Source: an optimization exercise on an open RTL-to-GDS flow (aim: small area and a short achievable clock period). Production flows keep margins and buffers that such runs may drop. The RTL was checked by simulation tests, not by an equivalence proof against the original design. Power is estimated from default activity; no workload was simulated.

==> inputs of branch cedar <==
// cic_decimator
module cic_decimator (
    input   wire            clk         ,
    input   wire            rst         ,
    input   wire    [11:0]  din         ,
    input   wire            din_valid   ,
    output  wire    [36:0]  dout        ,
    output  wire            dout_valid
);
    localparam W  = 37;
    localparam N  = 5;
    localparam K  = 3;                        
    localparam D  = N + K;                    
    function integer LO(input integer k);
        LO = (k * W + K - 1) / K;
    endfunction
    function integer WD(input integer k);
        WD = LO(k + 1) - LO(k);
    endfunction
    reg  [11:0]  xr;
    reg  [3:0]   cnt;
    reg  [D-1:0] vd;
    reg  [D-1:0] rd;
    reg  [D-1:0] dd;
    always @(posedge clk) begin
        xr <= din;
        vd <= {vd[D-2:0], din_valid & ~rst};
        rd <= {rd[D-2:0], rst};
        if (rst) begin
            cnt <= 4'd0;
            dd  <= {D{1'b0}};
        end else begin
            if (din_valid) cnt <= cnt + 4'd1;
            dd  <= {dd[D-2:0], din_valid & (cnt == 4'd15)};
        end
    end
    wire [W-1:0] xs [0:K-1];
    assign xs[0] = {{(W-12){xr[11]}}, xr};
    genvar i, k;
    generate
        for (k = 1; k < K; k = k + 1) begin : XD
            reg [W-1:0] x;
            always @(posedge clk) x <= xs[k-1];
            assign xs[k] = x;
        end
    endgenerate
    wire [W-1:0] acc [0:N];
    assign acc[0] = 0;
    generate
        for (i = 1; i <= N; i = i + 1) begin : INT
            for (k = 0; k < K; k = k + 1) begin : S
                reg  [WD(k)-1:0] a;
                wire [WD(k)-1:0] src = (i == 1) ? xs[k][LO(k) +: WD(k)]
                                                : acc[i-1][LO(k) +: WD(k)];
                wire [WD(k)-1:0] fb  = a & {WD(k){~rd[i+k-1]}};
                wire [WD(k)-1:0] s;
                wire             ci, co;
                if (k == 0) begin : C
                    assign ci = 1'b0;
                end else begin : C
                    reg c;
                    always @(posedge clk) c <= INT[i].S[k-1].co;
  ...
Settings: LEC_CHECK=0, ABC_AREA=1, CAP_MARGIN=20, CORE_MARGIN=2, CORE_UTILIZATION=70, CTS_BUF_LIST=sky130_fd_sc_hd__clkbuf_16, CTS_CLUSTER_DIAMETER=100, CTS_CLUSTER_SIZE=30, SLEW_MARGIN=20; clock period 13.0 ns.
standard.sh (not shown) runs the stock make flow with config.mk's settings and CLKGATE_MAP_FILE= SYNTH_SCRIPT=/design/flow/synth_recipe.tcl, a recipe that flattens the netlist after the stock synthesis.
==> flow/flow/run.sh <==
#!/bin/bash
# Standard synthesis and layout; the port buffers use a faster cell than
# the one buffer_ports picks by default, and timing repair aims for a
# slack margin so the design closes well under the clock period.
set -euo pipefail
bash standard.sh synth > synth.log 2>&1
bash standard.sh "BUFFER_PORTS_ARGS=-buffer_cell sky130_fd_sc_hd__buf_2" SETUP_SLACK_MARGIN=9.45 finish > layout.log 2>&1
==> branch zinc: changes against branch cedar <==
==> flow/flow/run.sh (replaced) <==
#!/bin/bash
# Standard synthesis and layout; the port buffers use a faster cell than
# the one buffer_ports picks by default, and timing repair aims for a
# slack margin so the design closes well under the clock period.
set -euo pipefail
bash standard.sh synth > synth.log 2>&1
bash standard.sh "BUFFER_PORTS_ARGS=-buffer_cell sky130_fd_sc_hd__buf_2" SETUP_SLACK_MARGIN=9.3 finish > layout.log 2>&1
--- a/flow/config.mk
+++ b/flow/config.mk
@@ -10,6 +10,6 @@
 export CORE_MARGIN = 2
 export CORE_UTILIZATION = 70
 export CTS_BUF_LIST = sky130_fd_sc_hd__clkbuf_16
-export CTS_CLUSTER_DIAMETER = 100
-export CTS_CLUSTER_SIZE = 30
+export CTS_CLUSTER_DIAMETER = 50
+export CTS_CLUSTER_SIZE = 60
 export SLEW_MARGIN = 20
==> run summary <==
* Status: complete, no violations
* Share of cells above drive strength 1 at 0.1165
* Fin crit share at 0.2823
* Area Overhead vs Synth at 11.55%
* Sequential cell area share at 0.5087
* Cell leakage power at 11.36 nW
* RSZ-0062 raised after global routing: no
* Routed met3 length at 1229 um
* Clock network area share at 0.06522
The numbers above come from branch zinc.

==> run summary <==
* Status: complete, no violations
* Fin crit share at 0.2815
* Share of cells above drive strength 1 at 0.1026
* Num CTS Buffers at 25
* Largest family of logic cells by synthesized area: simple AND/OR/NAND/NOR gates
* RSZ-0062 raised after global routing: yes
* Routed met3 length at 883 um
* Clock network area share at 0.02534
* Area Overhead vs Synth at 8.015%
* Compound-cell area share of the yosys netlist at 0.04586
* Biggest regs: CB.rn (185), CB.ro (185), INT.S.a (185)
* Logic pwr share at 0.252
* Sequential cell area share at 0.5254
* Final hold vios at 0
* Simple-gate area share of the yosys netlist at 0.2109
* Gp weighted congestion at 0.7851
* Cell area after layout at 0.02523 sq mm
The numbers above come from branch cedar.

afterwards: timing with drivers on the ports:
The results above use ideal ports. As a check the final layouts listed here were re-extracted and re-timed, cells and wires unchanged. Step 1: set_driving_cell puts a clkbuf_16 on clk and a buf_2 on each other input, an assumption about the parent block. Step 2 also shifts input and output timing later by t, the mid clock arrival at the registers, as if the neighbouring blocks saw the same clock. a / b / c = ideal ports / drivers / drivers and shift; a / b = the first two.
run	t (ns)	setup slack, ns	worst register clock-pin slew, ns
branch cedar	0.623	9.340 / 9.289 / 9.543	0.11 / 0.11
branch zinc	0.613	9.331 / 9.276 / 9.556	0.11 / 0.11
After both steps every run listed still meets setup and hold.
